This is an optimization exercise on Yosys and OpenROAD, whose aim is small area, not a production implementation.
RTL that was checked went through simulation tests only; none was proved equivalent to the original.
The flow treats the clock pin as an ideal source, which a real chip does not have.
Power is estimated from default activity; no workload was simulated.

## Top
module Top(Clk, Rst, DivRst, Start, LED, LCD_Data, LCD_E, LCD_RS, LCD_RW);
Settings: LEC_CHECK=0, ABC_AREA=1, CAP_MARGIN=20, CORE_MARGIN=2, CORE_UTILIZATION=70, PLACE_DENSITY=0.8, SLEW_MARGIN=20; clock period 10.0 ns.
standard.sh (not shown) runs the stock make flow with config.mk's settings and CLKGATE_MAP_FILE= SYNTH_SCRIPT=/design/flow/synth_recipe.tcl, a recipe that flattens the netlist after the stock synthesis.
==> flow/flow/run.sh <==
#!/bin/bash
# Standard synthesis, then the combinational logic re-mapped for area (the
# flip-flops stay as the standard synthesis made them, by name and cell), a
# SAT proof that the re-mapped logic equals the standard one, then the
# standard layout steps with small port buffers and a clock tree without
# dummy loads.
set -euo pipefail
R=orfs/results/$FLOW_PLATFORM/Top/base
LIB=$FLOW_HOME/platforms/$FLOW_PLATFORM/lib/sky130_fd_sc_hd__tt_025C_1v80.lib
bash standard.sh synth > 1_standard_synth.log 2>&1
cp $R/1_2_yosys.v standard_synth_netlist.v.txt
yosys -c flow/reopt.tcl > 2_reopt_yosys.log 2>&1
python3 flow/cutff.py standard_synth_netlist.v.txt comb_std.v gold
python3 flow/cutff.py $R/1_2_yosys.v comb_new.v gate
sed "s#@LIB@#$LIB#" flow/combeq.ys.in > combeq.ys
yosys -s combeq.ys > 3_combeq_yosys.log 2>&1
grep -q "SAT proof finished - no model found: SUCCESS" 3_combeq_yosys.log
rm -f $R/1_synth.odb $R/1_synth.sdc
bash standard.sh \
  BUFFER_PORTS_ARGS="-buffer_cell sky130_fd_sc_hd__buf_1" \
  CTS_ARGS="-sink_clustering_enable -repair_clock_nets -dont_use_dummy_load -root_buf sky130_fd_sc_hd__clkbuf_8 -buf_list sky130_fd_sc_hd__clkbuf_4" \
  finish > 4_standard_layout.log 2>&1
Other scripts of this flow, unchanged in this note and not shown: flow/flow/combeq.ys.in, flow/flow/cutff.py, flow/flow/dontuse.txt, flow/flow/flop_stubs.v, flow/flow/reopt.abc, flow/flow/reopt.tcl
Edit:
--- a/flow/flow/run.sh
+++ b/flow/flow/run.sh
@@ -21 +21 @@
-  CTS_ARGS="-sink_clustering_enable -repair_clock_nets -dont_use_dummy_load -root_buf sky130_fd_sc_hd__clkbuf_8 -buf_list sky130_fd_sc_hd__clkbuf_4" \
+  CTS_ARGS="-sink_clustering_enable -repair_clock_nets -dont_use_dummy_load -buf_list {sky130_fd_sc_hd__clkbuf_4 sky130_fd_sc_hd__clkbuf_8}" \
Effect: Cell count is unchanged; worst hold slack stays the same; core utilization is unchanged; cell area does not change; fmax is unchanged; setup slack does not change; clock power hardly moves; synthesized area is unchanged; first-iteration DRC count is unchanged; synthesized cell count is unchanged; via count does not change.
No functional check of the RTL was part of any run of this note.


Another version of the RTL of Top (not shown whole).
Size: about 510 cells after synthesis, ~19 I/O pins.
==> flow/config.mk <==
export PLATFORM = sky130hd
export DESIGN_NAME = Top
export DESIGN_NICKNAME = Top
export VERILOG_FILES = /design/flow/design.v
export SDC_FILE = /design/flow/constraint.sdc
export NUM_CORES = 4
export LEC_CHECK = 0
export ABC_AREA = 1
export CAP_MARGIN = 20
export CORE_MARGIN = 2
export CORE_UTILIZATION = 70
export PLACE_DENSITY = 0.8
export SLEW_MARGIN = 20
==> flow/constraint.sdc <==
create_clock -name core_clock -period 10.0 [get_ports {Clk}]
set_input_delay 2.0000 -clock core_clock [delete_from_list [all_inputs] [get_ports {Clk}]]
set_output_delay 2.0000 -clock core_clock [all_outputs]
set_load 0.01 [all_outputs]
==> flow/flow/run.sh <==
#!/bin/bash
# Standard synthesis, then the combinational logic re-mapped for area (the
# flip-flops stay as the standard synthesis made them, by name and cell), a
# SAT proof that the re-mapped logic equals the standard one, then the
# standard layout steps with small port buffers and a clock tree without
# dummy loads.
set -euo pipefail
R=orfs/results/$FLOW_PLATFORM/Top/base
LIB=$FLOW_HOME/platforms/$FLOW_PLATFORM/lib/sky130_fd_sc_hd__tt_025C_1v80.lib
bash standard.sh synth > 1_standard_synth.log 2>&1
cp $R/1_2_yosys.v standard_synth_netlist.v.txt
yosys -c flow/reopt.tcl > 2_reopt_yosys.log 2>&1
python3 flow/cutff.py standard_synth_netlist.v.txt comb_std.v gold
python3 flow/cutff.py $R/1_2_yosys.v comb_new.v gate
sed "s#@LIB@#$LIB#" flow/combeq.ys.in > combeq.ys
yosys -s combeq.ys > 3_combeq_yosys.log 2>&1
grep -q "SAT proof finished - no model found: SUCCESS" 3_combeq_yosys.log
rm -f $R/1_synth.odb $R/1_synth.sdc
bash standard.sh \
  BUFFER_PORTS_ARGS="-buffer_cell sky130_fd_sc_hd__buf_1" \
  CTS_ARGS="-sink_clustering_enable -repair_clock_nets -dont_use_dummy_load -buf_list sky130_fd_sc_hd__clkbuf_8" \
  finish > 4_standard_layout.log 2>&1
Other scripts of this flow, unchanged in this note and not shown: flow/flow/combeq.ys.in, flow/flow/cutff.py, flow/flow/dontuse.txt, flow/flow/flop_stubs.v, flow/flow/reopt.abc, flow/flow/reopt.tcl
The baseline completed without violations.
==> next run, changes <==
--- a/flow/flow/run.sh
+++ b/flow/flow/run.sh
@@ -21,0 +22 @@
+  POST_CTS_TCL=$PWD/flow/clksize.tcl \
==> flow/flow/clksize.tcl (new file) <==
# After CTS: size each clock buffer down to the smallest clock buffer that
# keeps every flip-flop clock-pin slew under the limit (estimated from
# placement), then legalize the placement again.
proc clksize_max_slew {} {
  estimate_parasitics -placement
  set mx 0
  foreach p [get_pins -hierarchical */CLK] {
    foreach k {slew_max_rise slew_max_fall} {
      set v [get_property $p $k]
      if {$v > $mx} { set mx $v }
    }
  }
  return $mx
}
set clksize_limit 0.115
set clksize_sizes {sky130_fd_sc_hd__clkbuf_1 sky130_fd_sc_hd__clkbuf_2 sky130_fd_sc_hd__clkbuf_4 sky130_fd_sc_hd__clkbuf_8 sky130_fd_sc_hd__clkbuf_16}
puts "clksize: start, max clock-pin slew [clksize_max_slew]"
set clksize_bufs {}
foreach inst [[ord::get_db_block] getInsts] {
  if {[string match "sky130_fd_sc_hd__clkbuf_*" [[$inst getMaster] getName]]} { lappend clksize_bufs [$inst getName] }
}
foreach name $clksize_bufs {
  set inst [[ord::get_db_block] findInst $name]
  set orig [[$inst getMaster] getName]
  foreach s $clksize_sizes {
    if {$s == $orig} break
    replace_cell [get_cells $name] $s
    if {[clksize_max_slew] < $clksize_limit} {
      puts "clksize: $name $orig -> $s"
      set orig $s
      break
    }
    replace_cell [get_cells $name] $orig
  }
}
detailed_placement
puts "clksize: end, max clock-pin slew [clksize_max_slew]"
Settings changed: GPL_TIMING_DRIVEN set to 0.
Effect: Die area does not change. Critical path depth stays the same. Final cell count rises by 1.2%. Fmax goes down by 4.5%.
==> next run, changes <==
--- a/flow/flow/run.sh
+++ b/flow/flow/run.sh
@@ -2,5 +2,6 @@
-# Standard synthesis, then the combinational logic re-mapped for area (the
-# flip-flops stay as the standard synthesis made them, by name and cell), a
-# SAT proof that the re-mapped logic equals the standard one, then the
-# standard layout steps with small port buffers and a clock tree without
-# dummy loads.
+# Standard synthesis, then the combinational logic re-mapped for area in a
+# few passes, keeping the smallest (the flip-flops stay as the standard
+# synthesis made them, by name and cell), a SAT proof that the re-mapped
+# logic equals the standard one, then the standard layout steps with small
+# port buffers, a clock tree without dummy loads, and clock buffers sized
+# down after CTS while the clock-pin slew stays low.
@@ -12 +13,10 @@
-yosys -c flow/reopt.tcl > 2_reopt_yosys.log 2>&1
+best=0
+bestA=1000000000
+for i in 1 2 3 4 5 6; do
+  yosys -c flow/reopt.tcl > 2_reopt_yosys_$i.log 2>&1
+  a=$(grep "Chip area for module" 2_reopt_yosys_$i.log | tail -1 | awk '{print $NF}')
+  cp $R/1_2_yosys.v reopt_pass_$i.v.txt
+  if awk "BEGIN { exit !($a < $bestA) }"; then bestA=$a; best=$i; fi
+done
+echo "best re-mapping: pass $best, area $bestA" > 2_reopt_choice.log
+cp reopt_pass_$best.v.txt $R/1_2_yosys.v
Settings changed: GPL_TIMING_DRIVEN 0 to not set.
Synthesized area fell by 1.8%.
Cell area fell by 2.0%.
Clock-buffer cell count does not change.
Global-route usage fell by 0.97 points.
==> next run, changes <==
==> flow/flow/run.sh (replaced) <==
#!/bin/bash
# Standard synthesis, then the combinational logic re-mapped for area (the
# flip-flops stay as the standard synthesis made them, by name and cell), a
# SAT proof that the re-mapped logic equals the standard one, then the
# standard layout steps with small port buffers and a clock tree without
# dummy loads.
set -euo pipefail
R=orfs/results/$FLOW_PLATFORM/Top/base
LIB=$FLOW_HOME/platforms/$FLOW_PLATFORM/lib/sky130_fd_sc_hd__tt_025C_1v80.lib
bash standard.sh synth > 1_standard_synth.log 2>&1
cp $R/1_2_yosys.v standard_synth_netlist.v.txt
yosys -c flow/reopt.tcl > 2_reopt_yosys.log 2>&1
python3 flow/cutff.py standard_synth_netlist.v.txt comb_std.v gold
python3 flow/cutff.py $R/1_2_yosys.v comb_new.v gate
sed "s#@LIB@#$LIB#" flow/combeq.ys.in > combeq.ys
yosys -s combeq.ys > 3_combeq_yosys.log 2>&1
grep -q "SAT proof finished - no model found: SUCCESS" 3_combeq_yosys.log
rm -f $R/1_synth.odb $R/1_synth.sdc
bash standard.sh \
  BUFFER_PORTS_ARGS="-buffer_cell sky130_fd_sc_hd__buf_1" \
  CTS_ARGS="-sink_clustering_enable -repair_clock_nets -dont_use_dummy_load -buf_list sky130_fd_sc_hd__clkbuf_8" \
  POST_CTS_TCL=$PWD/flow/clksize.tcl \
  finish > 4_standard_layout.log 2>&1
--- a/flow/flow/clksize.tcl
+++ b/flow/flow/clksize.tcl
@@ -15 +15 @@
-set clksize_limit 0.115
+set clksize_limit 0.105
Settings changed: GPL_TIMING_DRIVEN set to 0.
Utilization went up by 1.2 points.
Die area went up by 1.7%.
Routed wire length went up by 7.1%.
Cell count went up by 4.8%.
Global-route usage went up by 0.99 points.
Clock skew is about the same.
Maximum frequency went up by 5.0%.
Clock-buffer cell count does not change.
==> next run, changes <==
--- a/flow/flow/run.sh
+++ b/flow/flow/run.sh
@@ -2,5 +2,6 @@
-# Standard synthesis, then the combinational logic re-mapped for area (the
-# flip-flops stay as the standard synthesis made them, by name and cell), a
-# SAT proof that the re-mapped logic equals the standard one, then the
-# standard layout steps with small port buffers and a clock tree without
-# dummy loads.
+# Standard synthesis, then the combinational logic re-mapped for area in a
+# few passes, keeping the smallest (the flip-flops stay as the standard
+# synthesis made them, by name and cell), a SAT proof that the re-mapped
+# logic equals the standard one, then the standard layout steps with small
+# port buffers, a clock tree without dummy loads, and clock buffers sized
+# down after CTS while the clock-pin slew stays low.
@@ -12 +13,10 @@
-yosys -c flow/reopt.tcl > 2_reopt_yosys.log 2>&1
+best=0
+bestA=1000000000
+for i in 1 2 3 4; do
+  yosys -c flow/reopt.tcl > 2_reopt_yosys_$i.log 2>&1
+  a=$(grep "Chip area for module" 2_reopt_yosys_$i.log | tail -1 | awk '{print $NF}')
+  cp $R/1_2_yosys.v reopt_pass_$i.v.txt
+  if awk "BEGIN { exit !($a < $bestA) }"; then bestA=$a; best=$i; fi
+done
+echo "best re-mapping: pass $best, area $bestA" > 2_reopt_choice.log
+cp reopt_pass_$best.v.txt $R/1_2_yosys.v
--- a/flow/flow/clksize.tcl
+++ b/flow/flow/clksize.tcl
@@ -15 +15 @@
-set clksize_limit 0.105
+set clksize_limit 0.115
Settings changed: GPL_TIMING_DRIVEN 0 to not set.
Result:
- die area fell by 1.4%
- sequential share of layout area rose by 1.3 points
- maximum frequency fell by 13%
- critical path depth fell by 1

[static timing again, ports no longer ideal]
The results above use ideal ports. As a check the final layouts listed here were re-extracted and re-timed, cells and wires unchanged.
Step 1, drivers: a clkbuf_16 drives Clk and a buf_2 each remaining input, both assumed.
Step 2 moves the port delays by t, midway between the first and last clock arrival at a register: inputs arrive t later, outputs are due t later. That takes back most of the time a late clock gives input paths.
Three values: ideal ports, drivers, drivers and shift; two values: the first two.
run | shift t [ns] | slack for setup (ns) | slew at the worst register clock pin (ns) | worst data-port slew with drivers (ns)
the first run of note 1 | 0.377 | 4.613 / 4.582 / 4.959 | 0.11 / 0.11 | 0.04
the second run of note 1 | 0.377 | 4.613 / 4.582 / 4.959 | 0.11 / 0.11 | 0.04
the first run of note 2 | 0.390 | 4.885 / 4.854 / 4.527 | 0.10 / 0.10 | 0.03
the second run of note 2 | 0.526 | 4.644 / 4.617 / 4.206 | 0.12 / 0.12 | 0.04
the third run of note 2 | 0.805 | 4.294 / 4.263 / 4.152 | 0.11 / 0.11 | 0.03
the fourth run of note 2 | 0.369 | 4.567 / 4.561 / 4.192 | 0.10 / 0.10 | 0.04
the fifth run of note 2 | 0.881 | 3.781 / 3.747 / 4.033 | 0.12 / 0.12 | 0.03
After both steps setup and hold are still met in every run listed. For the second run of note 2, which loses most, drivers alone change the setup slack by -0.027 ns; drivers and shift together by -0.438 ns.
